This is an optimization exercise on Yosys and OpenROAD, whose aim is small area and a short achievable clock period, not a production implementation. For this run, only the layout was checked, not whether the RTL still works. No activity file was given, so power comes from the tool's default toggle rates.

File: flow/design.v
module MAC (
    input  wire [8:0]  NEG,
    input  wire [8:0]  ONE,
    input  wire [8:0]  TWO,
    input  wire [17:0] B,
    input  wire        CSEL,
    input  wire [34:0] ACC_S,
    input  wire [4:0] ACC_C,
    output wire [34:0] P_S,
    output wire [4:0] P_C
    );
    wire pp1, pp2, pp3, pp4, pp5, pp6, pp7, pp8, pp9, pp10, pp11, pp12;
    wire pp13, pp14, pp15, pp16, pp17, pp18, pp19, pp20, pp21, pp22, pp23, pp24;
    wire pp25, pp26, pp27, pp28, pp29, pp30, pp31, pp32, pp33, pp34, pp35, pp36;
    wire pp37, pp38, pp39, pp40, pp41, pp42, pp43, pp44, pp45, pp46, pp47, pp48;
    wire pp49, pp50, pp51, pp52, pp53, pp54, pp55, pp56, pp57, pp58, pp59, pp60;
    wire pp61, pp62, pp63, pp64, pp65, pp66, pp67, pp68, pp69, pp70, pp71, pp72;
    wire pp73, pp74, pp75, pp76, pp77, pp78, pp79, pp80, pp81, pp82, pp83, pp84;
    wire pp85, pp86, pp87, pp88, pp89, pp90, pp91, pp92, pp93, pp94, pp95, pp96;
    wire pp97, pp98, pp99, pp100, pp101, pp102, pp103, pp104, pp105, pp106, pp107, pp108;
    wire pp109, pp110, pp111, pp112, pp113, pp114, pp115, pp116, pp117, pp118, pp119, pp120;
    wire pp121, pp122, pp123, pp124, pp125, pp126, pp127, pp128, pp129, pp130, pp131, pp132;
    wire pp133, pp134, pp135, pp136, pp137, pp138, pp139, pp140, pp141, pp142, pp143, pp144;
    wire pp145, pp146, pp147, pp148, pp149, pp150, pp151, pp152, pp153, pp154, pp155, pp156;
    wire pp157, pp158, pp159, pp160, pp161, pp162, pp163, pp164, pp165, pp166, pp167, pp168;
    wire pp169, pp170, pp171, ac172, ac173, ac174, ac175, ac176, ac177, ac178, ac179, ac180;
    wire ac181, ac182, ac183, ac184, ac185, ac186, ac187, ac188, ac189, ac190, ac191, ac192;
    wire ac193, ac194, ac195, ac196, ac197, ac198, ac199, ac200, ac201, ac202, ac203, ac204;
    wire ac205, ac206, ac207, ac208, ac209, ac210, ac211, s212, c213, s214, c215, s216;
    wire c217, s218, c219, s220, c221, s222, c223, s224, c225, s226, c227, s228;
    wire c229, s230, c231, s232, c233, s234, c235, s236, c237, s238, c239, s240;
    wire c241, s242, c243, s244, c245, s246, c247, s248, c249, s250, c251, s252;
    wire c253, s254, c255, s256, c257, s258, c259, s260, c261, s262, c263, s264;
    wire c265, s266, c267, s268, c269, s270, c271, s272, c273, s274, c275, s276;
    wire c277, s278, c279, s280, c281, s282, c283, s284, c285, s286, c287, s288;
    wire c289, s290, c291, s292, c293, s294, c295, s296, c297, s298, c299, s300;
    wire c301, s302, c303, s304, c305, s306, c307, s308, c309, s310, c311, s312;
    wire c313, s314, c315, s316, c317, s318, c319, s320, c321, s322, c323, s324;
    wire c325, s326, c327, s328, c329, s330, c331, s332, c333, s334, c335, s336;
    wire c337, s338, c339, s340, c341, s342, c343, s344, c345, s346, c347, s348;
    wire c349, s350, c351, s352, c353, s354, c355, s356, c357, s358, c359, s360;
    wire c361, s362, c363, s364, c365, s366, c367, s368, c369, s370, c371, s372;
    wire c373, s374, c375, s376, c377, s378, c379, s380, c381, s382, c383, s384;
    wire c385, s386, c387, s388, c389, s390, c391, s392, c393, s394, c395, s396;
    wire c397, s398, c399, s400, c401, s402, c403, s404, c405, s406, c407, s408;
    wire c409, s410, c411, s412, c413, s414, c415, s416, c417, s418, c419, s420;
    wire c421, s422, c423, s424, c425, s426, c427, s428, c429, s430, c431, s432;
    wire c433, s434, c435, s436, c437, s438, c439, s440, c441, s442, c443, s444;
    wire c445, s446, c447, s448, c449, s450, c451, s452, c453, s454, c455, s456;
    wire c457, s458, c459, s460, c461, s462, c463, s464, c465, s466, c467, s468;
    wire c469, s470, c471, s472, c473, s474, c475, s476, c477, s478, c479, s480;
    wire c481, s482, c483, s484, c485, s486, c487, s488, c489, s490, c491, s492;
    wire c493, s494, c495, s496, c497, s498, c499, s500, c501, s502, c503, s504;
    wire c505, s506, c507, s508, c509, s510, c511, s512, c513, s514, c515, s516;
    wire c517, s518, c519, s520, c521, s522, c523, s524, c525, s526, c527, s528;
    wire c529, s530, c531, s532, c533;
    assign pp1 = (B[0] & ONE[0]) ^ NEG[0];
    assign pp2 = ((B[1] & ONE[0]) | (B[0] & TWO[0])) ^ NEG[0];
    assign pp3 = ((B[2] & ONE[0]) | (B[1] & TWO[0])) ^ NEG[0];
    assign pp4 = ((B[3] & ONE[0]) | (B[2] & TWO[0])) ^ NEG[0];
    assign pp5 = ((B[4] & ONE[0]) | (B[3] & TWO[0])) ^ NEG[0];
    assign pp6 = ((B[5] & ONE[0]) | (B[4] & TWO[0])) ^ NEG[0];
    assign pp7 = ((B[6] & ONE[0]) | (B[5] & TWO[0])) ^ NEG[0];
    assign pp8 = ((B[7] & ONE[0]) | (B[6] & TWO[0])) ^ NEG[0];
    assign pp9 = ((B[8] & ONE[0]) | (B[7] & TWO[0])) ^ NEG[0];
    assign pp10 = ((B[9] & ONE[0]) | (B[8] & TWO[0])) ^ NEG[0];
    assign pp11 = ((B[10] & ONE[0]) | (B[9] & TWO[0])) ^ NEG[0];
    assign pp12 = ((B[11] & ONE[0]) | (B[10] & TWO[0])) ^ NEG[0];
    assign pp13 = ((B[12] & ONE[0]) | (B[11] & TWO[0])) ^ NEG[0];
    assign pp14 = ((B[13] & ONE[0]) | (B[12] & TWO[0])) ^ NEG[0];
    assign pp15 = ((B[14] & ONE[0]) | (B[13] & TWO[0])) ^ NEG[0];
    assign pp16 = ((B[15] & ONE[0]) | (B[14] & TWO[0])) ^ NEG[0];
    assign pp17 = ((B[16] & ONE[0]) | (B[15] & TWO[0])) ^ NEG[0];
    assign pp18 = ((B[17] & ONE[0]) | (B[16] & TWO[0])) ^ NEG[0];
    assign pp19 = ~(((B[17] & ONE[0]) | (B[17] & TWO[0])) ^ NEG[0]);
    assign pp20 = (B[0] & ONE[1]) ^ NEG[1];
    assign pp21 = ((B[1] & ONE[1]) | (B[0] & TWO[1])) ^ NEG[1];
    assign pp22 = ((B[2] & ONE[1]) | (B[1] & TWO[1])) ^ NEG[1];
    assign pp23 = ((B[3] & ONE[1]) | (B[2] & TWO[1])) ^ NEG[1];
    assign pp24 = ((B[4] & ONE[1]) | (B[3] & TWO[1])) ^ NEG[1];
    assign pp25 = ((B[5] & ONE[1]) | (B[4] & TWO[1])) ^ NEG[1];
    assign pp26 = ((B[6] & ONE[1]) | (B[5] & TWO[1])) ^ NEG[1];
    assign pp27 = ((B[7] & ONE[1]) | (B[6] & TWO[1])) ^ NEG[1];
    assign pp28 = ((B[8] & ONE[1]) | (B[7] & TWO[1])) ^ NEG[1];
    assign pp29 = ((B[9] & ONE[1]) | (B[8] & TWO[1])) ^ NEG[1];
    assign pp30 = ((B[10] & ONE[1]) | (B[9] & TWO[1])) ^ NEG[1];
    assign pp31 = ((B[11] & ONE[1]) | (B[10] & TWO[1])) ^ NEG[1];
    assign pp32 = ((B[12] & ONE[1]) | (B[11] & TWO[1])) ^ NEG[1];
    assign pp33 = ((B[13] & ONE[1]) | (B[12] & TWO[1])) ^ NEG[1];
    assign pp34 = ((B[14] & ONE[1]) | (B[13] & TWO[1])) ^ NEG[1];
    assign pp35 = ((B[15] & ONE[1]) | (B[14] & TWO[1])) ^ NEG[1];
    assign pp36 = ((B[16] & ONE[1]) | (B[15] & TWO[1])) ^ NEG[1];
    assign pp37 = ((B[17] & ONE[1]) | (B[16] & TWO[1])) ^ NEG[1];
    assign pp38 = ~(((B[17] & ONE[1]) | (B[17] & TWO[1])) ^ NEG[1]);
    assign pp39 = (B[0] & ONE[2]) ^ NEG[2];
    assign pp40 = ((B[1] & ONE[2]) | (B[0] & TWO[2])) ^ NEG[2];
    assign pp41 = ((B[2] & ONE[2]) | (B[1] & TWO[2])) ^ NEG[2];
    assign pp42 = ((B[3] & ONE[2]) | (B[2] & TWO[2])) ^ NEG[2];
    assign pp43 = ((B[4] & ONE[2]) | (B[3] & TWO[2])) ^ NEG[2];
    assign pp44 = ((B[5] & ONE[2]) | (B[4] & TWO[2])) ^ NEG[2];
    assign pp45 = ((B[6] & ONE[2]) | (B[5] & TWO[2])) ^ NEG[2];
    assign pp46 = ((B[7] & ONE[2]) | (B[6] & TWO[2])) ^ NEG[2];
    assign pp47 = ((B[8] & ONE[2]) | (B[7] & TWO[2])) ^ NEG[2];
    assign pp48 = ((B[9] & ONE[2]) | (B[8] & TWO[2])) ^ NEG[2];
    assign pp49 = ((B[10] & ONE[2]) | (B[9] & TWO[2])) ^ NEG[2];
    assign pp50 = ((B[11] & ONE[2]) | (B[10] & TWO[2])) ^ NEG[2];
    assign pp51 = ((B[12] & ONE[2]) | (B[11] & TWO[2])) ^ NEG[2];
    assign pp52 = ((B[13] & ONE[2]) | (B[12] & TWO[2])) ^ NEG[2];
    assign pp53 = ((B[14] & ONE[2]) | (B[13] & TWO[2])) ^ NEG[2];
    assign pp54 = ((B[15] & ONE[2]) | (B[14] & TWO[2])) ^ NEG[2];
    assign pp55 = ((B[16] & ONE[2]) | (B[15] & TWO[2])) ^ NEG[2];
    assign pp56 = ((B[17] & ONE[2]) | (B[16] & TWO[2])) ^ NEG[2];
    assign pp57 = ~(((B[17] & ONE[2]) | (B[17] & TWO[2])) ^ NEG[2]);
    assign pp58 = (B[0] & ONE[3]) ^ NEG[3];
    assign pp59 = ((B[1] & ONE[3]) | (B[0] & TWO[3])) ^ NEG[3];
    assign pp60 = ((B[2] & ONE[3]) | (B[1] & TWO[3])) ^ NEG[3];
    assign pp61 = ((B[3] & ONE[3]) | (B[2] & TWO[3])) ^ NEG[3];
    assign pp62 = ((B[4] & ONE[3]) | (B[3] & TWO[3])) ^ NEG[3];
    assign pp63 = ((B[5] & ONE[3]) | (B[4] & TWO[3])) ^ NEG[3];
    assign pp64 = ((B[6] & ONE[3]) | (B[5] & TWO[3])) ^ NEG[3];
    assign pp65 = ((B[7] & ONE[3]) | (B[6] & TWO[3])) ^ NEG[3];
    assign pp66 = ((B[8] & ONE[3]) | (B[7] & TWO[3])) ^ NEG[3];
    assign pp67 = ((B[9] & ONE[3]) | (B[8] & TWO[3])) ^ NEG[3];
    assign pp68 = ((B[10] & ONE[3]) | (B[9] & TWO[3])) ^ NEG[3];
    assign pp69 = ((B[11] & ONE[3]) | (B[10] & TWO[3])) ^ NEG[3];
    assign pp70 = ((B[12] & ONE[3]) | (B[11] & TWO[3])) ^ NEG[3];
    assign pp71 = ((B[13] & ONE[3]) | (B[12] & TWO[3])) ^ NEG[3];
    assign pp72 = ((B[14] & ONE[3]) | (B[13] & TWO[3])) ^ NEG[3];
    assign pp73 = ((B[15] & ONE[3]) | (B[14] & TWO[3])) ^ NEG[3];
    assign pp74 = ((B[16] & ONE[3]) | (B[15] & TWO[3])) ^ NEG[3];
    assign pp75 = ((B[17] & ONE[3]) | (B[16] & TWO[3])) ^ NEG[3];
    assign pp76 = ~(((B[17] & ONE[3]) | (B[17] & TWO[3])) ^ NEG[3]);
    assign pp77 = (B[0] & ONE[4]) ^ NEG[4];
    assign pp78 = ((B[1] & ONE[4]) | (B[0] & TWO[4])) ^ NEG[4];
    assign pp79 = ((B[2] & ONE[4]) | (B[1] & TWO[4])) ^ NEG[4];
    assign pp80 = ((B[3] & ONE[4]) | (B[2] & TWO[4])) ^ NEG[4];
    assign pp81 = ((B[4] & ONE[4]) | (B[3] & TWO[4])) ^ NEG[4];
    assign pp82 = ((B[5] & ONE[4]) | (B[4] & TWO[4])) ^ NEG[4];
    assign pp83 = ((B[6] & ONE[4]) | (B[5] & TWO[4])) ^ NEG[4];
    assign pp84 = ((B[7] & ONE[4]) | (B[6] & TWO[4])) ^ NEG[4];
    assign pp85 = ((B[8] & ONE[4]) | (B[7] & TWO[4])) ^ NEG[4];
    assign pp86 = ((B[9] & ONE[4]) | (B[8] & TWO[4])) ^ NEG[4];
    assign pp87 = ((B[10] & ONE[4]) | (B[9] & TWO[4])) ^ NEG[4];
    assign pp88 = ((B[11] & ONE[4]) | (B[10] & TWO[4])) ^ NEG[4];
    assign pp89 = ((B[12] & ONE[4]) | (B[11] & TWO[4])) ^ NEG[4];
    assign pp90 = ((B[13] & ONE[4]) | (B[12] & TWO[4])) ^ NEG[4];
    assign pp91 = ((B[14] & ONE[4]) | (B[13] & TWO[4])) ^ NEG[4];
    assign pp92 = ((B[15] & ONE[4]) | (B[14] & TWO[4])) ^ NEG[4];
    assign pp93 = ((B[16] & ONE[4]) | (B[15] & TWO[4])) ^ NEG[4];
    assign pp94 = ((B[17] & ONE[4]) | (B[16] & TWO[4])) ^ NEG[4];
    assign pp95 = ~(((B[17] & ONE[4]) | (B[17] & TWO[4])) ^ NEG[4]);
    assign pp96 = (B[0] & ONE[5]) ^ NEG[5];
    assign pp97 = ((B[1] & ONE[5]) | (B[0] & TWO[5])) ^ NEG[5];
    assign pp98 = ((B[2] & ONE[5]) | (B[1] & TWO[5])) ^ NEG[5];
    assign pp99 = ((B[3] & ONE[5]) | (B[2] & TWO[5])) ^ NEG[5];
    assign pp100 = ((B[4] & ONE[5]) | (B[3] & TWO[5])) ^ NEG[5];
    assign pp101 = ((B[5] & ONE[5]) | (B[4] & TWO[5])) ^ NEG[5];
    assign pp102 = ((B[6] & ONE[5]) | (B[5] & TWO[5])) ^ NEG[5];
    assign pp103 = ((B[7] & ONE[5]) | (B[6] & TWO[5])) ^ NEG[5];
    assign pp104 = ((B[8] & ONE[5]) | (B[7] & TWO[5])) ^ NEG[5];
    assign pp105 = ((B[9] & ONE[5]) | (B[8] & TWO[5])) ^ NEG[5];
    assign pp106 = ((B[10] & ONE[5]) | (B[9] & TWO[5])) ^ NEG[5];
    assign pp107 = ((B[11] & ONE[5]) | (B[10] & TWO[5])) ^ NEG[5];
    assign pp108 = ((B[12] & ONE[5]) | (B[11] & TWO[5])) ^ NEG[5];
    assign pp109 = ((B[13] & ONE[5]) | (B[12] & TWO[5])) ^ NEG[5];
    assign pp110 = ((B[14] & ONE[5]) | (B[13] & TWO[5])) ^ NEG[5];
    assign pp111 = ((B[15] & ONE[5]) | (B[14] & TWO[5])) ^ NEG[5];
    assign pp112 = ((B[16] & ONE[5]) | (B[15] & TWO[5])) ^ NEG[5];
    assign pp113 = ((B[17] & ONE[5]) | (B[16] & TWO[5])) ^ NEG[5];
    assign pp114 = ~(((B[17] & ONE[5]) | (B[17] & TWO[5])) ^ NEG[5]);
    assign pp115 = (B[0] & ONE[6]) ^ NEG[6];
    assign pp116 = ((B[1] & ONE[6]) | (B[0] & TWO[6])) ^ NEG[6];
    assign pp117 = ((B[2] & ONE[6]) | (B[1] & TWO[6])) ^ NEG[6];
    assign pp118 = ((B[3] & ONE[6]) | (B[2] & TWO[6])) ^ NEG[6];
    assign pp119 = ((B[4] & ONE[6]) | (B[3] & TWO[6])) ^ NEG[6];
    assign pp120 = ((B[5] & ONE[6]) | (B[4] & TWO[6])) ^ NEG[6];
    assign pp121 = ((B[6] & ONE[6]) | (B[5] & TWO[6])) ^ NEG[6];
    assign pp122 = ((B[7] & ONE[6]) | (B[6] & TWO[6])) ^ NEG[6];
    assign pp123 = ((B[8] & ONE[6]) | (B[7] & TWO[6])) ^ NEG[6];
    assign pp124 = ((B[9] & ONE[6]) | (B[8] & TWO[6])) ^ NEG[6];
    assign pp125 = ((B[10] & ONE[6]) | (B[9] & TWO[6])) ^ NEG[6];
    assign pp126 = ((B[11] & ONE[6]) | (B[10] & TWO[6])) ^ NEG[6];
    assign pp127 = ((B[12] & ONE[6]) | (B[11] & TWO[6])) ^ NEG[6];
    assign pp128 = ((B[13] & ONE[6]) | (B[12] & TWO[6])) ^ NEG[6];
    assign pp129 = ((B[14] & ONE[6]) | (B[13] & TWO[6])) ^ NEG[6];
    assign pp130 = ((B[15] & ONE[6]) | (B[14] & TWO[6])) ^ NEG[6];
    assign pp131 = ((B[16] & ONE[6]) | (B[15] & TWO[6])) ^ NEG[6];
    assign pp132 = ((B[17] & ONE[6]) | (B[16] & TWO[6])) ^ NEG[6];
    assign pp133 = ~(((B[17] & ONE[6]) | (B[17] & TWO[6])) ^ NEG[6]);
    assign pp134 = (B[0] & ONE[7]) ^ NEG[7];
    assign pp135 = ((B[1] & ONE[7]) | (B[0] & TWO[7])) ^ NEG[7];
    assign pp136 = ((B[2] & ONE[7]) | (B[1] & TWO[7])) ^ NEG[7];
    assign pp137 = ((B[3] & ONE[7]) | (B[2] & TWO[7])) ^ NEG[7];
    assign pp138 = ((B[4] & ONE[7]) | (B[3] & TWO[7])) ^ NEG[7];
    assign pp139 = ((B[5] & ONE[7]) | (B[4] & TWO[7])) ^ NEG[7];
    assign pp140 = ((B[6] & ONE[7]) | (B[5] & TWO[7])) ^ NEG[7];
    assign pp141 = ((B[7] & ONE[7]) | (B[6] & TWO[7])) ^ NEG[7];
    assign pp142 = ((B[8] & ONE[7]) | (B[7] & TWO[7])) ^ NEG[7];
    assign pp143 = ((B[9] & ONE[7]) | (B[8] & TWO[7])) ^ NEG[7];
    assign pp144 = ((B[10] & ONE[7]) | (B[9] & TWO[7])) ^ NEG[7];
    assign pp145 = ((B[11] & ONE[7]) | (B[10] & TWO[7])) ^ NEG[7];
    assign pp146 = ((B[12] & ONE[7]) | (B[11] & TWO[7])) ^ NEG[7];
    assign pp147 = ((B[13] & ONE[7]) | (B[12] & TWO[7])) ^ NEG[7];
    assign pp148 = ((B[14] & ONE[7]) | (B[13] & TWO[7])) ^ NEG[7];
    assign pp149 = ((B[15] & ONE[7]) | (B[14] & TWO[7])) ^ NEG[7];
    assign pp150 = ((B[16] & ONE[7]) | (B[15] & TWO[7])) ^ NEG[7];
    assign pp151 = ((B[17] & ONE[7]) | (B[16] & TWO[7])) ^ NEG[7];
    assign pp152 = ~(((B[17] & ONE[7]) | (B[17] & TWO[7])) ^ NEG[7]);
    assign pp153 = (B[0] & ONE[8]) ^ NEG[8];
    assign pp154 = ((B[1] & ONE[8]) | (B[0] & TWO[8])) ^ NEG[8];
    assign pp155 = ((B[2] & ONE[8]) | (B[1] & TWO[8])) ^ NEG[8];
    assign pp156 = ((B[3] & ONE[8]) | (B[2] & TWO[8])) ^ NEG[8];
    assign pp157 = ((B[4] & ONE[8]) | (B[3] & TWO[8])) ^ NEG[8];
    assign pp158 = ((B[5] & ONE[8]) | (B[4] & TWO[8])) ^ NEG[8];
    assign pp159 = ((B[6] & ONE[8]) | (B[5] & TWO[8])) ^ NEG[8];
    assign pp160 = ((B[7] & ONE[8]) | (B[6] & TWO[8])) ^ NEG[8];
    assign pp161 = ((B[8] & ONE[8]) | (B[7] & TWO[8])) ^ NEG[8];
    assign pp162 = ((B[9] & ONE[8]) | (B[8] & TWO[8])) ^ NEG[8];
    assign pp163 = ((B[10] & ONE[8]) | (B[9] & TWO[8])) ^ NEG[8];
    assign pp164 = ((B[11] & ONE[8]) | (B[10] & TWO[8])) ^ NEG[8];
    assign pp165 = ((B[12] & ONE[8]) | (B[11] & TWO[8])) ^ NEG[8];
    assign pp166 = ((B[13] & ONE[8]) | (B[12] & TWO[8])) ^ NEG[8];
    assign pp167 = ((B[14] & ONE[8]) | (B[13] & TWO[8])) ^ NEG[8];
    assign pp168 = ((B[15] & ONE[8]) | (B[14] & TWO[8])) ^ NEG[8];
    assign pp169 = ((B[16] & ONE[8]) | (B[15] & TWO[8])) ^ NEG[8];
    assign pp170 = ((B[17] & ONE[8]) | (B[16] & TWO[8])) ^ NEG[8];
    assign pp171 = ~(((B[17] & ONE[8]) | (B[17] & TWO[8])) ^ NEG[8]);
    assign ac172 = ACC_S[0] & CSEL;
    assign ac173 = ACC_S[1] & CSEL;
    assign ac174 = ACC_S[2] & CSEL;
    assign ac175 = ACC_S[3] & CSEL;
    assign ac176 = ACC_S[4] & CSEL;
    assign ac177 = ACC_S[5] & CSEL;
    assign ac178 = ACC_S[6] & CSEL;
    assign ac179 = ACC_S[7] & CSEL;
    assign ac180 = ACC_S[8] & CSEL;
    assign ac181 = ACC_S[9] & CSEL;
    assign ac182 = ACC_S[10] & CSEL;
    assign ac183 = ACC_S[11] & CSEL;
    assign ac184 = ACC_S[12] & CSEL;
    assign ac185 = ACC_S[13] & CSEL;
    assign ac186 = ACC_S[14] & CSEL;
    assign ac187 = ACC_S[15] & CSEL;
    assign ac188 = ACC_S[16] & CSEL;
    assign ac189 = ACC_S[17] & CSEL;
    assign ac190 = ACC_S[18] & CSEL;
    assign ac191 = ACC_S[19] & CSEL;
    assign ac192 = ACC_S[20] & CSEL;
    assign ac193 = ACC_S[21] & CSEL;
    assign ac194 = ACC_S[22] & CSEL;
    assign ac195 = ACC_S[23] & CSEL;
    assign ac196 = ACC_S[24] & CSEL;
    assign ac197 = ACC_S[25] & CSEL;
    assign ac198 = ACC_S[26] & CSEL;
    assign ac199 = ACC_S[27] & CSEL;
    assign ac200 = ACC_S[28] & CSEL;
    assign ac201 = ACC_S[29] & CSEL;
    assign ac202 = ACC_S[30] & CSEL;
    assign ac203 = ACC_S[31] & CSEL;
    assign ac204 = ACC_S[32] & CSEL;
    assign ac205 = ACC_S[33] & CSEL;
    assign ac206 = ACC_S[34] & CSEL;
    assign ac207 = ACC_C[0] & CSEL;
    assign ac208 = ACC_C[1] & CSEL;
    assign ac209 = ACC_C[2] & CSEL;
    assign ac210 = ACC_C[3] & CSEL;
    assign ac211 = ACC_C[4] & CSEL;
    FA us212 (.a(NEG[1]), .b(pp3), .ci(pp20), .s(s212), .co(c213));
    FA us214 (.a(pp4), .b(pp21), .ci(ac175), .s(s214), .co(c215));
    FA us216 (.a(NEG[2]), .b(pp5), .ci(pp22), .s(s216), .co(c217));
    FAL us218 (.a(pp39), .b(ac176), .cl(c215), .s(s218), .co(c219));
    FA us220 (.a(pp6), .b(pp23), .ci(pp40), .s(s220), .co(c221));
    FA us222 (.a(ac177), .b(c217), .ci(s220), .s(s222), .co(c223));
    FA us224 (.a(NEG[3]), .b(pp7), .ci(pp24), .s(s224), .co(c225));
    FA us226 (.a(pp41), .b(pp58), .ci(ac178), .s(s226), .co(c227));
    FA us228 (.a(c221), .b(s224), .ci(s226), .s(s228), .co(c229));
    FA us230 (.a(pp8), .b(pp25), .ci(pp42), .s(s230), .co(c231));
    FAL us232 (.a(pp59), .b(ac179), .cl(c225), .s(s232), .co(c233));
    FA us234 (.a(c227), .b(s230), .ci(s232), .s(s234), .co(c235));
    FA us236 (.a(NEG[4]), .b(pp9), .ci(pp26), .s(s236), .co(c237));
    FA us238 (.a(pp43), .b(pp60), .ci(pp77), .s(s238), .co(c239));
    FA us240 (.a(ac180), .b(c231), .ci(s236), .s(s240), .co(c241));
    FAL us242 (.a(s238), .b(c233), .cl(c235), .s(s242), .co(c243));
    FA us244 (.a(pp10), .b(pp27), .ci(pp44), .s(s244), .co(c245));
    FA us246 (.a(pp61), .b(pp78), .ci(ac181), .s(s246), .co(c247));
    FA us248 (.a(c237), .b(c239), .ci(s244), .s(s248), .co(c249));
    FA us250 (.a(s246), .b(c241), .ci(s248), .s(s250), .co(c251));
    FA us252 (.a(NEG[5]), .b(pp11), .ci(pp28), .s(s252), .co(c253));
    FA us254 (.a(pp45), .b(pp62), .ci(pp79), .s(s254), .co(c255));
    FAL us256 (.a(pp96), .b(ac182), .cl(c245), .s(s256), .co(c257));
    FA us258 (.a(c247), .b(s252), .ci(s254), .s(s258), .co(c259));
    FA us260 (.a(s256), .b(c249), .ci(s258), .s(s260), .co(c261));
    FA us262 (.a(pp12), .b(pp29), .ci(pp46), .s(s262), .co(c263));
    FA us264 (.a(pp63), .b(pp80), .ci(pp97), .s(s264), .co(c265));
    FA us266 (.a(ac183), .b(c253), .ci(c255), .s(s266), .co(c267));
    FA us268 (.a(s262), .b(s264), .ci(c257), .s(s268), .co(c269));
    FAL us270 (.a(c259), .b(s266), .cl(s268), .s(s270), .co(c271));
    FA us272 (.a(NEG[6]), .b(pp13), .ci(pp30), .s(s272), .co(c273));
    FA us274 (.a(pp47), .b(pp64), .ci(pp81), .s(s274), .co(c275));
    FA us276 (.a(pp98), .b(pp115), .ci(ac184), .s(s276), .co(c277));
    FA us278 (.a(c263), .b(c265), .ci(s272), .s(s278), .co(c279));
    FAL us280 (.a(s274), .b(s276), .cl(c267), .s(s280), .co(c281));
    FA us282 (.a(c269), .b(s278), .ci(s280), .s(s282), .co(c283));
    FA us284 (.a(pp14), .b(pp31), .ci(pp48), .s(s284), .co(c285));
    FA us286 (.a(pp65), .b(pp82), .ci(pp99), .s(s286), .co(c287));
    FAL us288 (.a(pp116), .b(ac185), .cl(c273), .s(s288), .co(c289));
    FA us290 (.a(c275), .b(c277), .ci(s284), .s(s290), .co(c291));
    FAL us292 (.a(s286), .b(s288), .cl(c279), .s(s292), .co(c293));
    FA us294 (.a(s290), .b(c281), .ci(s292), .s(s294), .co(c295));
    FA us296 (.a(NEG[7]), .b(pp15), .ci(pp32), .s(s296), .co(c297));
    FA us298 (.a(pp49), .b(pp66), .ci(pp83), .s(s298), .co(c299));
    FA us300 (.a(pp100), .b(pp117), .ci(pp134), .s(s300), .co(c301));
    FA us302 (.a(ac186), .b(c285), .ci(c287), .s(s302), .co(c303));
    FA us304 (.a(s296), .b(s298), .ci(s300), .s(s304), .co(c305));
    FA us306 (.a(c289), .b(c291), .ci(s302), .s(s306), .co(c307));
    FAL us308 (.a(s304), .b(c293), .cl(s306), .s(s308), .co(c309));
    FA us310 (.a(pp16), .b(pp33), .ci(pp50), .s(s310), .co(c311));
    FA us312 (.a(pp67), .b(pp84), .ci(pp101), .s(s312), .co(c313));
    FA us314 (.a(pp118), .b(pp135), .ci(ac187), .s(s314), .co(c315));
    FA us316 (.a(c297), .b(c299), .ci(c301), .s(s316), .co(c317));
    FA us318 (.a(s310), .b(s312), .ci(s314), .s(s318), .co(c319));
    FA us320 (.a(c303), .b(c305), .ci(s316), .s(s320), .co(c321));
    FA us322 (.a(s318), .b(c307), .ci(s320), .s(s322), .co(c323));
    FA us324 (.a(NEG[8]), .b(pp17), .ci(pp34), .s(s324), .co(c325));
    FA us326 (.a(pp51), .b(pp68), .ci(pp85), .s(s326), .co(c327));
    FA us328 (.a(pp102), .b(pp119), .ci(pp136), .s(s328), .co(c329));
    FAL us330 (.a(pp153), .b(ac188), .cl(c311), .s(s330), .co(c331));
    FA us332 (.a(c313), .b(c315), .ci(s324), .s(s332), .co(c333));
    FA us334 (.a(s326), .b(s328), .ci(s330), .s(s334), .co(c335));
    FA us336 (.a(c317), .b(c319), .ci(s332), .s(s336), .co(c337));
    FAL us338 (.a(s334), .b(c321), .cl(s336), .s(s338), .co(c339));
    FA us340 (.a(pp18), .b(pp35), .ci(pp52), .s(s340), .co(c341));
    FA us342 (.a(pp69), .b(pp86), .ci(pp103), .s(s342), .co(c343));
    FA us344 (.a(pp120), .b(pp137), .ci(pp154), .s(s344), .co(c345));
    FA us346 (.a(ac189), .b(c325), .ci(c327), .s(s346), .co(c347));
    FA us348 (.a(c329), .b(s340), .ci(s342), .s(s348), .co(c349));
    FAL us350 (.a(s344), .b(c331), .cl(c333), .s(s350), .co(c351));
    FA us352 (.a(s346), .b(c335), .ci(s348), .s(s352), .co(c353));
    FA us354 (.a(s350), .b(c337), .ci(s352), .s(s354), .co(c355));
    assign s356 = ~(pp19 ^ pp36);
    assign c357 = pp19 | pp36;
    FA us358 (.a(pp53), .b(pp70), .ci(pp87), .s(s358), .co(c359));
    FA us360 (.a(pp104), .b(pp121), .ci(pp138), .s(s360), .co(c361));
    FAL us362 (.a(pp155), .b(ac190), .cl(c341), .s(s362), .co(c363));
    FA us364 (.a(c343), .b(c345), .ci(s356), .s(s364), .co(c365));
    FA us366 (.a(s358), .b(s360), .ci(s362), .s(s366), .co(c367));
    FA us368 (.a(c347), .b(c349), .ci(s364), .s(s368), .co(c369));
    FAL us370 (.a(s366), .b(c351), .cl(c353), .s(s370), .co(c371));
    HA us372 (.a(s368), .b(s370), .s(s372), .co(c373));
    assign s374 = ~(pp37 ^ pp54);
    assign c375 = pp37 | pp54;
    FA us376 (.a(pp71), .b(pp88), .ci(pp105), .s(s376), .co(c377));
    FA us378 (.a(pp122), .b(pp139), .ci(pp156), .s(s378), .co(c379));
    FA us380 (.a(ac191), .b(c357), .ci(c359), .s(s380), .co(c381));
    FA us382 (.a(c361), .b(s374), .ci(s376), .s(s382), .co(c383));
    FAL us384 (.a(s378), .b(c363), .cl(c365), .s(s384), .co(c385));
    FA us386 (.a(s380), .b(c367), .ci(s382), .s(s386), .co(c387));
    FA us388 (.a(s384), .b(c369), .ci(s386), .s(s388), .co(c389));
    FA us390 (.a(c371), .b(c373), .ci(s388), .s(s390), .co(c391));
    FA us392 (.a(pp38), .b(pp55), .ci(pp72), .s(s392), .co(c393));
    FA us394 (.a(pp89), .b(pp106), .ci(pp123), .s(s394), .co(c395));
    FA us396 (.a(pp140), .b(pp157), .ci(ac192), .s(s396), .co(c397));
    FA us398 (.a(c375), .b(c377), .ci(c379), .s(s398), .co(c399));
    FA us400 (.a(s392), .b(s394), .ci(s396), .s(s400), .co(c401));
    FA us402 (.a(c381), .b(c383), .ci(s398), .s(s402), .co(c403));
    FAL us404 (.a(s400), .b(c385), .cl(c387), .s(s404), .co(c405));
    FAL us406 (.a(s402), .b(s404), .cl(c389), .s(s406), .co(c407));
    assign s408 = ~(pp56 ^ pp73);
    assign c409 = pp56 | pp73;
    FA us410 (.a(pp90), .b(pp107), .ci(pp124), .s(s410), .co(c411));
    FA us412 (.a(pp141), .b(pp158), .ci(ac193), .s(s412), .co(c413));
    FA us414 (.a(c393), .b(c395), .ci(c397), .s(s414), .co(c415));
    FA us416 (.a(s408), .b(s410), .ci(s412), .s(s416), .co(c417));
    FA us418 (.a(c399), .b(c401), .ci(s414), .s(s418), .co(c419));
    FA us420 (.a(s416), .b(c403), .ci(s418), .s(s420), .co(c421));
    HA us422 (.a(c405), .b(s420), .s(s422), .co(c423));
    FA us424 (.a(pp57), .b(pp74), .ci(pp91), .s(s424), .co(c425));
    FA us426 (.a(pp108), .b(pp125), .ci(pp142), .s(s426), .co(c427));
    FAL us428 (.a(pp159), .b(ac194), .cl(c409), .s(s428), .co(c429));
    FA us430 (.a(c411), .b(c413), .ci(s424), .s(s430), .co(c431));
    FAL us432 (.a(s426), .b(s428), .cl(c415), .s(s432), .co(c433));
    FA us434 (.a(c417), .b(s430), .ci(s432), .s(s434), .co(c435));
    FAL us436 (.a(c419), .b(s434), .cl(c421), .s(s436), .co(c437));
    assign s438 = ~(pp75 ^ pp92);
    assign c439 = pp75 | pp92;
    FA us440 (.a(pp109), .b(pp126), .ci(pp143), .s(s440), .co(c441));
    FAL us442 (.a(pp160), .b(ac195), .cl(c425), .s(s442), .co(c443));
    FA us444 (.a(c427), .b(s438), .ci(s440), .s(s444), .co(c445));
    FAL us446 (.a(s442), .b(c429), .cl(c431), .s(s446), .co(c447));
    FA us448 (.a(s444), .b(c433), .ci(s446), .s(s448), .co(c449));
    HA us450 (.a(c435), .b(s448), .s(s450), .co(c451));
    FA us452 (.a(pp76), .b(pp93), .ci(pp110), .s(s452), .co(c453));
    FA us454 (.a(pp127), .b(pp144), .ci(pp161), .s(s454), .co(c455));
    FA us456 (.a(ac196), .b(c439), .ci(c441), .s(s456), .co(c457));
    FA us458 (.a(s452), .b(s454), .ci(c443), .s(s458), .co(c459));
    FAL us460 (.a(c445), .b(s456), .cl(s458), .s(s460), .co(c461));
    FA us462 (.a(c447), .b(s460), .ci(c449), .s(s462), .co(c463));
    assign s464 = ~(pp94 ^ pp111);
    assign c465 = pp94 | pp111;
    FA us466 (.a(pp128), .b(pp145), .ci(pp162), .s(s466), .co(c467));
    FA us468 (.a(ac197), .b(c453), .ci(c455), .s(s468), .co(c469));
    FAL us470 (.a(s464), .b(s466), .cl(c457), .s(s470), .co(c471));
    FA us472 (.a(s468), .b(c459), .ci(s470), .s(s472), .co(c473));
    HA us474 (.a(c461), .b(s472), .s(s474), .co(c475));
    FA us476 (.a(pp95), .b(pp112), .ci(pp129), .s(s476), .co(c477));
    FA us478 (.a(pp146), .b(pp163), .ci(ac198), .s(s478), .co(c479));
    FA us480 (.a(c465), .b(c467), .ci(s476), .s(s480), .co(c481));
    FAL us482 (.a(s478), .b(c469), .cl(s480), .s(s482), .co(c483));
    FA us484 (.a(c471), .b(s482), .ci(c473), .s(s484), .co(c485));
    assign s486 = ~(pp113 ^ pp130);
    assign c487 = pp113 | pp130;
    FA us488 (.a(pp147), .b(pp164), .ci(ac199), .s(s488), .co(c489));
    FA us490 (.a(c477), .b(c479), .ci(s486), .s(s490), .co(c491));
    FA us492 (.a(s488), .b(c481), .ci(s490), .s(s492), .co(c493));
    HA us494 (.a(c483), .b(s492), .s(s494), .co(c495));
    FA us496 (.a(pp114), .b(pp131), .ci(pp148), .s(s496), .co(c497));
    FAL us498 (.a(pp165), .b(ac200), .cl(c487), .s(s498), .co(c499));
    FA us500 (.a(c489), .b(s496), .ci(s498), .s(s500), .co(c501));
    FAL us502 (.a(c491), .b(s500), .cl(c493), .s(s502), .co(c503));
    assign s504 = ~(pp132 ^ pp149);
    assign c505 = pp132 | pp149;
    FAL us506 (.a(pp166), .b(ac201), .cl(c497), .s(s506), .co(c507));
    FA us508 (.a(s504), .b(s506), .ci(c499), .s(s508), .co(c509));
    HA us510 (.a(c501), .b(s508), .s(s510), .co(c511));
    FA us512 (.a(pp133), .b(pp150), .ci(pp167), .s(s512), .co(c513));
    FA us514 (.a(ac202), .b(c505), .ci(s512), .s(s514), .co(c515));
    FA us516 (.a(c507), .b(c509), .ci(s514), .s(s516), .co(c517));
    assign s518 = ~(pp151 ^ pp168);
    assign c519 = pp151 | pp168;
    FA us520 (.a(ac203), .b(c513), .ci(s518), .s(s520), .co(c521));
    HA us522 (.a(c515), .b(s520), .s(s522), .co(c523));
    FA us524 (.a(pp152), .b(pp169), .ci(ac204), .s(s524), .co(c525));
    FAL us526 (.a(c519), .b(s524), .cl(c521), .s(s526), .co(c527));
    assign s528 = ~(pp170 ^ ac205);
    assign c529 = pp170 | ac205;
    HA us530 (.a(c525), .b(s528), .s(s530), .co(c531));
    FAL us532 (.a(pp171), .b(ac206), .cl(c529), .s(s532), .co(c533));
    wire [34:0] X = {c531, c527, c523, c517, c511, c503, c495, c485, c475, c463, c451, c437, c423, c407, c391, s390, c355, c339, c323, c309, c295, c283, c271, c261, c251, c243, s240, c229, c223, c219, s216, c213, ac174, pp2, pp1};
    wire [34:0] Y = {s532, s530, s526, s522, s516, s510, s502, s494, s484, s474, s462, s450, s436, s422, s406, 1'b0, s372, s354, s338, s322, s308, s294, s282, s270, s260, s250, s242, s234, s228, s222, s218, s214, s212, ac173, ac172};
    assign {P_C[0], P_S[10:0]} = {1'b0, X[10:0]} + {1'b0, Y[10:0]} + NEG[0];
    assign {P_C[1], P_S[16:11]} = {1'b0, X[16:11]} + {1'b0, Y[16:11]} + ac207;
    assign {P_C[2], P_S[20:17]} = {1'b0, X[20:17]} + {1'b0, Y[20:17]} + ac208;
    assign {P_C[3], P_S[24:21]} = {1'b0, X[24:21]} + {1'b0, Y[24:21]} + ac209;
    assign {P_C[4], P_S[28:25]} = {1'b0, X[28:25]} + {1'b0, Y[28:25]} + ac210;
    assign P_S[34:29] = X[34:29] + Y[34:29] + ac211;
endmodule
module MACRES (
    input  wire [34:0] S,
    input  wire [4:0] C,
    output wire [17:0] R
    );
    wire [34:0] cv = {1'b0, 1'b0, 1'b0, 1'b0, 1'b0, C[4], 1'b0, 1'b0, 1'b0, C[3], 1'b0, 1'b0, 1'b0, C[2], 1'b0, 1'b0, 1'b0, C[1], 1'b0, 1'b0, 1'b0, 1'b0, 1'b0, C[0], 1'b0, 1'b0, 1'b0, 1'b0, 1'b0, 1'b0, 1'b0, 1'b0, 1'b0, 1'b0, 1'b0};
    wire [34:0] p = S + cv;
    assign R = p[34:17];
endmodule
module FA (input wire a, input wire b, input wire ci, output wire s, output wire co);
    assign s = a ^ b ^ ci;
    assign co = (a & b) | (a & ci) | (b & ci);
endmodule
module FAL (input wire a, input wire b, input wire cl, output wire s, output wire co);
    wire p, g;
    HA h (.a(a), .b(b), .s(p), .co(g));
    XOR2 x (.a(p), .b(cl), .y(s));
    AO21 o (.a(p), .b(cl), .c(g), .y(co));
endmodule
module XOR2 (input wire a, input wire b, output wire y);
    assign y = a ^ b;
endmodule
module AO21 (input wire a, input wire b, input wire c, output wire y);
    assign y = (a & b) | c;
endmodule
module HA (input wire a, input wire b, output wire s, output wire co);
    assign s = a ^ b;
    assign co = a & b;
endmodule
`timescale 1ns / 1ps
module dly # (
    parameter integer DATA_WIDTH = 18,
    parameter integer CYC_DLY = 1
)
(
    input wire clk,
    input wire [DATA_WIDTH-1:0] din,
    output wire [DATA_WIDTH-1:0] dout
    );
    reg [DATA_WIDTH-1:0] dlys [CYC_DLY-1:0];
    always @ (posedge clk)
        dlys[0] <= din;
    genvar i;
    generate
    for(i = 1; i < CYC_DLY; i = i + 1)
    begin : stage
        always @ (posedge clk)
            dlys[i] <= dlys[i-1];
    end
    endgenerate
    assign dout = dlys[CYC_DLY-1];
endmodule
`timescale 1ns / 1ps
module node(
    input wire clk,
    input wire rstn,
    input wire [8:0] ain_neg,
    input wire [8:0] ain_one,
    input wire [8:0] ain_two,
    input wire [17:0] bin,
    input wire csel,
    output wire [8:0] aout_neg,
    output wire [8:0] aout_one,
    output wire [8:0] aout_two,
    output wire [17:0] res
    );
    reg [8:0] bufa_neg, bufa_one, bufa_two;
    assign aout_neg = bufa_neg;
    assign aout_one = bufa_one;
    assign aout_two = bufa_two;
    always @ (posedge clk)
    begin
        if(1'b0 == rstn)
        begin
            bufa_neg <= 9'd0;
            bufa_one <= 9'd0;
            bufa_two <= 9'd0;
        end
        else
        begin
            bufa_neg <= ain_neg;
            bufa_one <= ain_one;
            bufa_two <= ain_two;
        end
    end
    reg [17:0] bufb;
    always @ (posedge clk)
        bufb <= bin;
    reg [34:0] p_s;
    reg [4:0] p_c;
    wire [34:0] n_s;
    wire [4:0] n_c;
    MAC dspcore (
        .NEG(bufa_neg),
        .ONE(bufa_one),
        .TWO(bufa_two),
        .B(bufb),
        .CSEL(csel),
        .ACC_S(p_s),
        .ACC_C(p_c),
        .P_S(n_s),
        .P_C(n_c)
    );
    always @ (posedge clk)
    begin
        p_s <= n_s;
        p_c <= n_c;
    end
    MACRES resadd (
        .S(p_s),
        .C(p_c),
        .R(res)
    );
endmodule
`timescale 1ns / 1ps
module mesh # (
    parameter integer IDX_WIDTH_FOR_NODES = 3,
    parameter integer NUM_NODES = 2 ** IDX_WIDTH_FOR_NODES
)
(
    input clk,
    input rstn,
    input [17:0] init,
    input [1:0] asel,
    input [NUM_NODES-1:0] csels,
    input [IDX_WIDTH_FOR_NODES-1:0] ressel,
    input [1:0] dinsel,
    input [18*NUM_NODES-1:0] mbram_dout,
    input [17:0] vbram0_dout,
    input [17:0] vbram1_dout,
    output [17:0] vbram0_din,
    output [17:0] vbram1_din
    );
    wire [17:0] bdly [NUM_NODES-1:0];
    assign bdly[0] = mbram_dout[17:0];
    genvar i;
    generate
    for(i = 1; i < NUM_NODES; i = i + 1)
    begin : lane
        dly # (
            .DATA_WIDTH(18),
            .CYC_DLY(i)
        ) dly_inst (
            .clk(clk),
            .din(mbram_dout[18*i +: 18]),
            .dout(bdly[i])
        );
    end
    endgenerate
    wire [17:0] vbram_dout_selected = asel[0] ? vbram1_dout : vbram0_dout;
    wire [17:0] ain_selected = asel[1] ? init : vbram_dout_selected;
    wire [18:0] ax = {ain_selected, 1'b0};
    wire [8:0] dneg [NUM_NODES:0];
    wire [8:0] done [NUM_NODES:0];
    wire [8:0] dtwo [NUM_NODES:0];
    generate
    for(i = 0; i < 9; i = i + 1)
    begin : rec
        assign done[0][i] = ax[2*i+1] ^ ax[2*i];
        assign dtwo[0][i] = (ax[2*i+2] & ~ax[2*i+1] & ~ax[2*i]) |
                            (~ax[2*i+2] & ax[2*i+1] & ax[2*i]);
        assign dneg[0][i] = ax[2*i+2] & ~(ax[2*i+1] & ax[2*i]);
    end
    endgenerate
    wire [17:0] ress [NUM_NODES-1:0];
    generate
    for(i = 0; i < NUM_NODES; i = i + 1)
    begin : nd
        node node_in_mesh (
            .clk(clk),
            .rstn(rstn),
            .ain_neg(dneg[i]),
            .ain_one(done[i]),
            .ain_two(dtwo[i]),
            .bin(bdly[i]),
            .csel(csels[i]),
            .aout_neg(dneg[i+1]),
            .aout_one(done[i+1]),
            .aout_two(dtwo[i+1]),
            .res(ress[i])
        );
    end
    endgenerate
    reg [17:0] res_bufs [NUM_NODES-1:0];
    generate
    for(i = 0; i < NUM_NODES; i = i + 1)
    begin : rb
        always @ (posedge clk)
            res_bufs[i] <= ress[i];
    end
    endgenerate
    wire [NUM_NODES:0] osel0, osel1;
    generate
    for(i = 0; i < NUM_NODES; i = i + 1)
    begin : dec
        assign osel0[i] = ~dinsel[0] & (ressel == i);
        assign osel1[i] = ~dinsel[1] & (ressel == i);
    end
    endgenerate
    assign osel0[NUM_NODES] = dinsel[0];
    assign osel1[NUM_NODES] = dinsel[1];
    generate
    for(i = 0; i < 18; i = i + 1)
    begin : ob
        OSEL9 o0 (
            .s(osel0),
            .d({vbram1_dout[i], res_bufs[7][i], res_bufs[6][i], res_bufs[5][i], res_bufs[4][i],
                res_bufs[3][i], res_bufs[2][i], res_bufs[1][i], res_bufs[0][i]}),
            .y(vbram0_din[i])
        );
        OSEL9 o1 (
            .s(osel1),
            .d({vbram0_dout[i], res_bufs[7][i], res_bufs[6][i], res_bufs[5][i], res_bufs[4][i],
                res_bufs[3][i], res_bufs[2][i], res_bufs[1][i], res_bufs[0][i]}),
            .y(vbram1_din[i])
        );
    end
    endgenerate
endmodule
module OSEL9 (
    input wire [8:0] s,
    input wire [8:0] d,
    output wire y
    );
    wire [2:0] n;
    AOI222 g0 (.a1(s[0]), .a2(d[0]), .b1(s[1]), .b2(d[1]), .c1(s[2]), .c2(d[2]), .y(n[0]));
    AOI222 g1 (.a1(s[3]), .a2(d[3]), .b1(s[4]), .b2(d[4]), .c1(s[5]), .c2(d[5]), .y(n[1]));
    AOI222 g2 (.a1(s[6]), .a2(d[6]), .b1(s[7]), .b2(d[7]), .c1(s[8]), .c2(d[8]), .y(n[2]));
    NAND3 g3 (.a(n[0]), .b(n[1]), .c(n[2]), .y(y));
endmodule
module AOI222 (
    input wire a1, input wire a2, input wire b1, input wire b2, input wire c1, input wire c2,
    output wire y
    );
    assign y = ~((a1 & a2) | (b1 & b2) | (c1 & c2));
endmodule
module NAND3 (input wire a, input wire b, input wire c, output wire y);
    assign y = ~(a & b & c);
endmodule
File: flow/run.sh
#!/bin/bash
# synth_recipe.tcl (not shown) runs the flow's synth.tcl, then flattens the netlist and writes it again
# the make line also repeats each setting of config.mk as NAME=value (left out here)
make -C /OpenROAD-flow-scripts/flow DESIGN_CONFIG=/design/flow/config.mk WORK_HOME=/design/flow/orfs CLKGATE_MAP_FILE= SYNTH_SCRIPT=/design/flow/synth_recipe.tcl finish
File: flow/config.mk
export PLATFORM = sky130hd
export DESIGN_NAME = mesh
export DESIGN_NICKNAME = mesh
export VERILOG_FILES = /design/flow/design.v
export SDC_FILE = /design/flow/constraint.sdc
export NUM_CORES = 4
export LEC_CHECK = 0
export CAP_MARGIN = 20
export CORE_MARGIN = 2
export CORE_UTILIZATION = 40
export PLACE_DENSITY = 0.6
export SETUP_SLACK_MARGIN = 3.1
export SLEW_MARGIN = 20
export SYNTH_HIERARCHICAL = 1
export SYNTH_MINIMUM_KEEP_SIZE = 0
File: flow/constraint.sdc
create_clock -name core_clock -period 7.0 [get_ports {clk}]
set_input_delay 1.4000 -clock core_clock [delete_from_list [all_inputs] [get_ports {clk}]]
set_output_delay 1.4000 -clock core_clock [all_outputs]
set_load 0.01 [all_outputs]
==> metrics.cfg <==
[setup_path]
critical_path_class = input port to primary output
rr_endpoint = nd[4].node_in_mesh.p_c[3]$_DFF_P_
rr_startpoint = nd[4].node_in_mesh.bufa_one[4]$_SDFF_PN0_
cp.arrival_ns = 2.80
worst_r2r_path_depth = 14
end_kind = primary output
start_kind = input port
worstPathRequired_ns = 5.60
worstPathMaxFanout = 12
r2r_slack_ns = 2.89

[timing]
fin_crit_sh_pct = 59.99
clock-skew-final_ns = 0.07384
min_period_ns = 4.199
worst_pin_slew_ns = 1.132
setup_viol = 0
max_slew_margin_pct = 24.00
timing.final.ws_setup_ns = 2.801
drv_slew = 0
hold_viol_final = 0
fin_setup_tns_ns = 0
fmax_mhz = 238.1
rsz0062_at_grt = yes

[min_path]
min_to = lane[7].dly_inst.dlys[6][14]$_DFF_P_
hold_start = lane[7].dly_inst.dlys[5][14]$_DFF_P_
hp-class = flop to flop
whs_path_depth = 0

[yosys]
yosysWarnings = 24
syn-cell-area_um2 = 99360
syn_nets = 11104
avgSynthCellArea_um2 = 10.73
syn_inst = 9257

[drt]
post_drt_wl_per_cell_um = 25.23
drc = 0
vias = 76298
drt_wl_total_mm = 337.0
drt_first_pass_iters = 13
avgViaCountPerCell = 5.712
drtAntennaViolNets = 0
dr.first_iter.drc_count = 7592

[final_layout]
drive_above_1_share_pct = 31.79
fill_cells = 21383
final_cell_mix = 1262 x xnor2_1, 1041 x dfxtp_1, 892 x a22oi_1, 592 x buf_4, 561 x ha_1
multi_input_area_um2 = 73970
final_common_cell = xnor2_1
area_growth_pct = 26.69
seqCellArea_um2 = 27560
fin_area_um2 = 125900
final_nets = 11735

[clocking]
cts.sink_count = 1328
holdBufCountCts = 0
clockBufferDepth = 3
tritoncts = yes
cts_made_buffers = 156
htreeDepth = 4
clkTransAtPathRegs_ns = 0.06
clk_latency_ns = 0.86
cts-root-buf = clkbuf_16

[global_route]
antenna_found_initial = 17
gr-total-overflow = 0
grt_pass1_wl_mm = 500.8
grt_max_degree = 93
grt_pass1_vias = 80090
grtUsageTotal_pct = 25.94

[floorplanning]
io_pins = 251
initial_core_util_pct = 40.32
core_um2 = 246400
fp.dieW_um = 502.4
std_cell_rows = 182
die_y_um = 502.4
die_area_um2 = 252400

[placed_design]
place_congestion = 0.9135
dp_slack_ns = 1.058
place_area_um2 = 105900
dp_hpwl_mm = 221.9
io_buffers = 250

[power_and_ir_drop]
ir_drop_uv = 681.3
p_leak_nw = 53.45
pwr_density_cell_nw_per_um2 = 311.9

[flow_run]
maxCapViolations = 0

[run_status]
run_status = finished clean

==> per-layer routing <==
layer  global-route usage (%)  wire [µm]  vias up
met2                    42.88     158500     3757
met1                    30.75     126500    38099
met4                    16.21      24900       10
met5                        0         70        -
li1                         -          -    33304
met3                    5.451      27060     1128
==> final cells by class <==
cell class / count / area share (%)
diodes: 28 / 0.05566
clock inverters: 90 / 0.9980
repair buffers: 1258 / 10.71
well taps: 3312 / 3.292
inverters: 303 / 0.9036
flip-flops and latches: 1328 / 21.89
multi-input cells: 6841 / 58.77
clock buffers: 198 / 3.379
==> report_power, final <==
| part | total, mW | internal [mW] | switching (mW) |
|---|---|---|---|
| Clock | 8.61 | 4.97 | 3.63 |
| Combinational | 19.7 | 9.53 | 10.1 |
| Sequential | 11.0 | 9.21 | 1.79 |
==> sequential cells by signal, summed over array words and instances (netlist names) <==
register                  cells
lane.dly_inst.dlys          504
res_bufs                    144
nd.node_in_mesh.bufa_one     72
nd.node_in_mesh.bufb        144
nd.node_in_mesh.bufa_neg     72
nd.node_in_mesh.p_c          40
nd.node_in_mesh.bufa_two     72
nd.node_in_mesh.p_s         280
==> worst max-delay path by stage <==
stage	endpoint	start	depth (start not counted)	slack [ns]
finish	vbram0_din[16]	dinsel[0]	9	2.80
global route	nd[4].node_in_mesh.p_c[3]$_DFF_P_	nd[4].node_in_mesh.bufa_one[4]$_SDFF_PN0_	14	2.77
CTS	vbram0_din[7]	dinsel[0]	9	2.85
detailed placement	vbram0_din[4]	ressel[2]	6	1.06
global placement	vbram0_din[6]	ressel[2]	6	1.09
floorplan	nd[0].node_in_mesh.p_c[3]$_DFF_P_	csels[0]	13	2.30
==> repair_timing <==
item | in CTS | in global routing
buffers inserted | 572 | 191
gates resized for setup | 1379 | 801
pin swaps | 335 | 623
setup endpoints to repair | 252 | 167
gates cloned | 26 | 11
==> stage by stage <==
stage               total power [mW]  instances  hold slack (ns)  util [%]
floorplan                      24.48       9257           0.3096         -
global placement               28.93      12242           0.3102     42.99
detailed placement             29.40      12242           0.3121     42.99
CTS                            38.77      13128           0.2943     48.85
global route                   42.33      13354           0.2983     51.08
finish                         39.26      13358           0.2845     51.09
==> worst max-delay path, cell delays in order <==
cell and delay (ns):
buf_8 0.08, buf_12 0.10, nand2b_4 0.17, buf_6 0.11, nor3_4 0.04, buf_12 0.15
a222oi_1 0.30, nand3_1 0.24, buf_2 0.21

port drivers added, routing unchanged:
Ports are ideal in the flow. The routed layout listed here was re-timed in OpenROAD.
Step 1: set_driving_cell puts a clkbuf_16 on clk and a buf_2 on each other input, an assumption about the parent block.
Step 2, shift: input delay + t, output delay - t, t = (earliest + latest rising clock arrival at the registers) / 2. This alone moves slack from input paths to output paths.
Three values: no drivers, after step 1, after step 2; two values: the first two.
shift t [ns]: 0.918
slack for setup (ns): 2.801 / 2.733 / 1.948
worst hold slack (ns): 0.284 / 0.284 / 0.284
worst setup path after step 2: input to register
slew at the worst register clock pin (ns): 0.07 / 0.07
After both steps this run still meets setup and hold. The setup slack of this run moves by -0.068 ns with the drivers and by -0.853 ns with both steps.
